This is an optimization exercise on Yosys and OpenROAD, whose aim is small area and a short achievable clock period, not a production implementation. Only simulation tests tie the RTL to the original design; equivalence was not proved. The clock port is modelled as an ideal driver; clocking choices that lean on that would not hold on a real chip.

==> run C: inputs <==
Design aes_ops_top, start of the top module:
module aes_ops_top (
    input  logic         clk,
    input  logic [2:0]   operation_select,
    input  logic [127:0] operand1,
    input  logic [127:0] operand2,
    output logic [127:0] result
);
==> flow/config.mk <==
export PLATFORM = sky130hd
export DESIGN_NAME = aes_ops_top
export DESIGN_NICKNAME = aes_ops_top
export VERILOG_FILES = /design/flow/design.v
export SDC_FILE = /design/flow/constraint.sdc
export NUM_CORES = 4
export LEC_CHECK = 0
export CAP_MARGIN = 20
export CELL_PAD_IN_SITES_DETAIL_PLACEMENT = 1
export CELL_PAD_IN_SITES_GLOBAL_PLACEMENT = 1
export CORE_MARGIN = 2
export CORE_UTILIZATION = 35
export SLEW_MARGIN = 20
export SYNTH_HIERARCHICAL = 1
==> flow/constraint.sdc <==
create_clock -name core_clock -period 4.0 [get_ports {clk}]
set_input_delay 0.8000 -clock core_clock [delete_from_list [all_inputs] [get_ports {clk}]]
set_output_delay 0.8000 -clock core_clock [all_outputs]
set_load 0.01 [all_outputs]
standard.sh (not shown) runs the stock make flow with config.mk's settings and CLKGATE_MAP_FILE= SYNTH_SCRIPT=/design/flow/synth_recipe.tcl, a recipe that flattens the netlist after the stock synthesis.
==> flow/flow/run.sh <==
#!/bin/bash
# Layout flow: the standard ORFS flow (standard.sh) with
#  - buf_1 port buffers,
#  - the result registers' clock delayed by a few clock buffers after CTS
#    (useful skew for the paths from the stage-1 registers to the result registers),
#    planned from floorplan on as an ideal clock latency on those registers,
#  - timing repair after the skew is in place, and power (size) recovery after global route.
# Each tool's output goes to the ORFS logs (orfs/logs/...) and to standard.log here.
set -uo pipefail
HERE=$(pwd)
source "$HERE/flow/params.sh"
export BUFFER_PORTS_ARGS="-buffer_cell sky130_fd_sc_hd__buf_1"
export PRE_FLOORPLAN_TCL="$HERE/flow/pre_floorplan.tcl"
export POST_CTS_TCL="$HERE/flow/post_cts.tcl"
export SKIP_CTS_REPAIR_TIMING=1
bash standard.sh > "$HERE/standard.log" 2>&1
rc=$?
echo "standard.sh exit $rc"
exit $rc
==> flow/flow/params.sh <==
# Flow parameters (sourced by run.sh)
export SETUP_SLACK_MARGIN=1.35
export RECOVER_POWER=0
export SKEW_LATENCY=0.33
export SKEW_CELLS="sky130_fd_sc_hd__clkbuf_2 sky130_fd_sc_hd__clkbuf_2 sky130_fd_sc_hd__clkbuf_8"
==> flow/flow/post_cts.tcl <==
# Realise the planned skew: buffers between each clock-tree leaf net and the CLK
# pins of the result registers on it. Then repair setup and hold timing.
set_propagated_clock [all_clocks]
unset_clock_latency [get_pins -of_objects [get_cells {result*}] -filter "direction==input" -quiet]
set groups [dict create]
foreach c [get_cells {result*}] {
  foreach x [get_pins -of_objects $c -filter "direction==input"] {
    if {[string match "*/CLK" [get_full_name $x]]} {
      dict lappend groups [get_full_name [get_nets -of_objects $x]] $x
    }
  }
}
set i 0
foreach n [dict keys $groups] {
  set pins [dict get $groups $n]
  set sx 0; set sy 0
  foreach x $pins {
    set loc [[sta::sta_to_db_inst [get_cells -of_objects $x]] getLocation]
    set sx [expr {$sx + [lindex $loc 0]}]; set sy [expr {$sy + [lindex $loc 1]}]
  }
  set k [llength $pins]
  set loc [list [expr {double($sx) / $k / 1000.0}] [expr {double($sy) / $k / 1000.0}]]
  set net [get_nets $n]
  set s 0
  foreach cell $::env(SKEW_CELLS) {
    insert_buffer -buffer_cell $cell -net $net -load_pins $pins -location $loc -buffer_name skewbuf_${i}_$s -net_name skewnet_${i}_$s
    set net [get_nets -of_objects [lindex $pins 0]]
    incr s
  }
  incr i
}
puts "skew: $i groups of result registers, buffers $::env(SKEW_CELLS) each"
detailed_placement
estimate_parasitics -placement
report_clock_skew
repair_timing_helper -setup
repair_timing_helper -hold
detailed_placement
check_placement -verbose
estimate_parasitics -placement
report_worst_slack -max
report_worst_slack -min
report_checks -path_delay max -format end -group_path_count 3 -to [all_outputs]
report_checks -path_delay max -format end -group_path_count 3 -from [all_inputs]
report_checks -path_delay max -format end -group_path_count 3
==> flow/flow/pre_floorplan.tcl <==
# Plan the useful skew: the result registers' clock arrives SKEW_LATENCY later.
set_clock_latency $::env(SKEW_LATENCY) [get_pins -of_objects [get_cells {result*}] -filter "direction==input" -quiet]
puts "skew plan: clock latency $::env(SKEW_LATENCY) on the result registers"
==> run F: changes against run C <==
==> flow/run.sh (new file) <==
#!/bin/bash
# synth_recipe.tcl (not shown) runs the flow's synth.tcl, then flattens the netlist and writes it again
# the make line also repeats each setting of config.mk as NAME=value (left out here)
make -C /OpenROAD-flow-scripts/flow DESIGN_CONFIG=/design/flow/config.mk WORK_HOME=/design/flow/orfs CLKGATE_MAP_FILE= SYNTH_SCRIPT=/design/flow/synth_recipe.tcl finish
Settings changed: CORE_UTILIZATION 35 to 40, SETUP_SLACK_MARGIN set to 1.8.
removed: flow/flow/run.sh
removed: flow/flow/params.sh
removed: flow/flow/post_cts.tcl
removed: flow/flow/pre_floorplan.tcl
removed: flow/standard.sh
==> run X: changes against run C <==
==> flow/run.sh (new file) <==
#!/bin/bash
# synth_recipe.tcl (not shown) runs the flow's synth.tcl, then flattens the netlist and writes it again
# the make line also repeats each setting of config.mk as NAME=value (left out here)
make -C /OpenROAD-flow-scripts/flow DESIGN_CONFIG=/design/flow/config.mk WORK_HOME=/design/flow/orfs CLKGATE_MAP_FILE= SYNTH_SCRIPT=/design/flow/synth_recipe.tcl finish
Settings changed: CELL_PAD_IN_SITES_GLOBAL_PLACEMENT 1 to 2, CORE_UTILIZATION 35 to 45.
removed: flow/flow/run.sh
removed: flow/flow/params.sh
removed: flow/flow/post_cts.tcl
removed: flow/flow/pre_floorplan.tcl
removed: flow/standard.sh
==> impl_metrics.json <==
{
  "status": "complete, no violations",
  "dr_wl_met2_mm": 157,
  "grt_overflow": 0,
  "grt_pass1_wl_mm": 570,
  "largest_registers": "result: 128 flops, x_q: 128 flops",
  "largest_class": "multi-input gates"
}
# the run above: run C

==> impl_metrics.json <==
{
  "lastStage": "global placement",
  "synth_top_cell_by_area": "nand2_1",
  "status": "stopped before the end",
  "tool.error": "[ERROR GPL-0301] Utilization 101.064 % exceeds 100%.",
  "synth_top_family_by_area": "simple AND/OR/NAND/NOR gates",
  "initial_core_util": 0.454
}
# the run above: run X

==> impl_metrics.json <==
{
  "tool.error": "[ERROR GRT-0116] Global routing finished with congestion. Check the congestion regions in the DRC Viewer.",
  "root_buffer": "clkbuf_16",
  "lastStage": "global routing",
  "htreeDepth": 2,
  "synth_simple_gate_area_frac": 0.386,
  "status": "stopped before the end",
  "place.gp.congestion": 1.25,
  "async_reset_ff_frac": 0
}
# the run above: run F



==> inputs of v7 <==
Starting RTL as in the previous note.
==> flow/config.mk <==
export PLATFORM = sky130hd
export DESIGN_NAME = aes_ops_top
export DESIGN_NICKNAME = aes_ops_top
export VERILOG_FILES = /design/flow/design.v
export SDC_FILE = /design/flow/constraint.sdc
export NUM_CORES = 4
export LEC_CHECK = 0
export CAP_MARGIN = 20
export CELL_PAD_IN_SITES_DETAIL_PLACEMENT = 1
export CELL_PAD_IN_SITES_GLOBAL_PLACEMENT = 1
export CORE_MARGIN = 2
export CORE_UTILIZATION = 35
export SLEW_MARGIN = 20
export SYNTH_HIERARCHICAL = 1
==> flow/constraint.sdc <==
create_clock -name core_clock -period 4.0 [get_ports {clk}]
set_input_delay 0.8000 -clock core_clock [delete_from_list [all_inputs] [get_ports {clk}]]
set_output_delay 0.8000 -clock core_clock [all_outputs]
set_load 0.01 [all_outputs]
==> flow/flow/run.sh <==
#!/bin/bash
# Layout flow: the standard ORFS flow (standard.sh) with
#  - buf_1 port buffers,
#  - the result registers' clock delayed by a few clock buffers after CTS
#    (useful skew for the paths from the stage-1 registers to the result registers),
#    planned from floorplan on as an ideal clock latency on those registers,
#  - timing repair after the skew is in place, and power (size) recovery after global route.
# Each tool's output goes to the ORFS logs (orfs/logs/...) and to standard.log here.
set -uo pipefail
HERE=$(pwd)
source "$HERE/flow/params.sh"
export BUFFER_PORTS_ARGS="-buffer_cell sky130_fd_sc_hd__buf_1"
export PRE_FLOORPLAN_TCL="$HERE/flow/pre_floorplan.tcl"
export POST_CTS_TCL="$HERE/flow/post_cts.tcl"
export SKIP_CTS_REPAIR_TIMING=1
bash standard.sh > "$HERE/standard.log" 2>&1
rc=$?
echo "standard.sh exit $rc"
exit $rc
==> flow/flow/params.sh <==
# Flow parameters (sourced by run.sh)
export SETUP_SLACK_MARGIN=1.35
export RECOVER_POWER=0
export SKEW_LATENCY=0.45
export SKEW_CELLS="sky130_fd_sc_hd__clkbuf_2 sky130_fd_sc_hd__clkbuf_2 sky130_fd_sc_hd__clkbuf_2 sky130_fd_sc_hd__clkbuf_8"
==> flow/flow/post_cts.tcl <==
# Realise the planned skew: buffers between each clock-tree leaf net and the CLK
# pins of the result registers on it. Then repair setup and hold timing.
set_propagated_clock [all_clocks]
unset_clock_latency [get_pins -of_objects [get_cells {result*}] -filter "direction==input" -quiet]
set groups [dict create]
foreach c [get_cells {result*}] {
  foreach x [get_pins -of_objects $c -filter "direction==input"] {
    if {[string match "*/CLK" [get_full_name $x]]} {
      dict lappend groups [get_full_name [get_nets -of_objects $x]] $x
    }
  }
}
set i 0
foreach n [dict keys $groups] {
  set pins [dict get $groups $n]
  set sx 0; set sy 0
  foreach x $pins {
    set loc [[sta::sta_to_db_inst [get_cells -of_objects $x]] getLocation]
    set sx [expr {$sx + [lindex $loc 0]}]; set sy [expr {$sy + [lindex $loc 1]}]
  }
  set k [llength $pins]
  set loc [list [expr {double($sx) / $k / 1000.0}] [expr {double($sy) / $k / 1000.0}]]
  set net [get_nets $n]
  set s 0
  foreach cell $::env(SKEW_CELLS) {
    insert_buffer -buffer_cell $cell -net $net -load_pins $pins -location $loc -buffer_name skewbuf_${i}_$s -net_name skewnet_${i}_$s
    set net [get_nets -of_objects [lindex $pins 0]]
    incr s
  }
  incr i
}
puts "skew: $i groups of result registers, buffers $::env(SKEW_CELLS) each"
detailed_placement
estimate_parasitics -placement
report_clock_skew
repair_timing_helper -setup
repair_timing_helper -hold
detailed_placement
check_placement -verbose
estimate_parasitics -placement
report_worst_slack -max
report_worst_slack -min
report_checks -path_delay max -format end -group_path_count 3 -to [all_outputs]
report_checks -path_delay max -format end -group_path_count 3 -from [all_inputs]
report_checks -path_delay max -format end -group_path_count 3
==> flow/flow/pre_floorplan.tcl <==
# Plan the useful skew: the result registers' clock arrives SKEW_LATENCY later.
set_clock_latency $::env(SKEW_LATENCY) [get_pins -of_objects [get_cells {result*}] -filter "direction==input" -quiet]
puts "skew plan: clock latency $::env(SKEW_LATENCY) on the result registers"
==> inputs of v33, as changes to v7 <==
==> flow/run.sh (new file) <==
#!/bin/bash
# synth_recipe.tcl (not shown) runs the flow's synth.tcl, then flattens the netlist and writes it again
# the make line also repeats each setting of config.mk as NAME=value (left out here)
make -C /OpenROAD-flow-scripts/flow DESIGN_CONFIG=/design/flow/config.mk WORK_HOME=/design/flow/orfs CLKGATE_MAP_FILE= SYNTH_SCRIPT=/design/flow/synth_recipe.tcl finish
--- a/flow/config.mk
+++ b/flow/config.mk
@@ -10,5 +10,6 @@
 export CELL_PAD_IN_SITES_GLOBAL_PLACEMENT = 1
 export CORE_MARGIN = 2
-export CORE_UTILIZATION = 35
+export CORE_UTILIZATION = 30
+export SETUP_SLACK_MARGIN = 1.4
 export SLEW_MARGIN = 20
 export SYNTH_HIERARCHICAL = 1
removed: flow/flow/run.sh
removed: flow/flow/params.sh
removed: flow/flow/post_cts.tcl
removed: flow/flow/pre_floorplan.tcl
removed: flow/standard.sh
==> summary.txt <==
- In v7 the worst setup slack is better than in v33, by 0.0044 ns.
- Between v7 and v33, the lower first-iteration DRC count is in v33 (gap 12%, measured against v33).
- Against v33, the utilization of v7 is lower by 2.2 points.
- Against v33, the sequential share of layout area of v7 is higher by 1.3 points.
- Of v7 and v33, v33 has the higher final area (gap 18%, measured against v33).
- Wire length: v33 is higher than v7 (about 9%).
==> figures <==
Status: v33 finished clean; v7 finished clean
Site Rows: v33 150; v7 139
Post-route worst hold slack: v33 0.696 ns; v7 0.288 ns
Layout-to-synthesis area ratio: v33 1.498x; v7 1.222x
Total non-filler cell area in the finished layout: v33 0.0755 sq mm; v7 0.0616 sq mm
Met3 WL post-DR: v33 62.6 mm; v7 66.4 mm
Worst-case register-to-register setup slack: v33 1.15 ns; v7 1.15 ns
CORE AREA: v33 0.167 sq mm; v7 0.143 sq mm
R2R cell count: v33 12; v7 8
Count of cell instances traversed by the critical path: v33 12; v7 8
Met1 track utilization from global routing: v33 58.5%; v7 62.3%
Count of placed standard cells including taps: v33 11,800; v7 11,300
CP peak stage delay: v33 0.42 ns; v7 0.52 ns

==> what the ideal ports hide <==
The results above use ideal ports. As a check the final layouts listed here were re-extracted and re-timed, cells and wires unchanged. Step 1, drivers: a clkbuf_16 drives clk and a buf_2 each remaining input, both assumed. Step 2, shift: input delay + t, output delay - t, t = (earliest + latest rising clock arrival at the registers) / 2. This alone moves slack from input paths to output paths. a / b / c = no drivers / after step 1 / after step 2; a / b = the first two.
| run | shift t [ns] | setup slack, ns | worst hold slack (ns) | worst setup path after step 2 | clock arrival spread, ns |
|---|---|---|---|---|---|
| run C | 0.902 | 1.061 / 1.061 / 0.605 | 0.317 / 0.265 / 0.510 | input to register | 0.409 / 0.409 |
| v7 | 0.974 | 1.154 / 1.154 / 0.492 | 0.288 / 0.227 / 0.402 | input to register | 0.555 / 0.556 |
| v33 | 0.737 | 1.150 / 1.150 / 0.722 | 0.696 / 0.648 / 0.792 | input to register | 0.052 / 0.052 |
Clock arrivals are far apart in run C and v7, so t is only a midpoint there and step 2 fits no single register. For v7, which loses most, drivers alone change the setup slack by 0.000 ns; drivers and shift together by -0.662 ns.
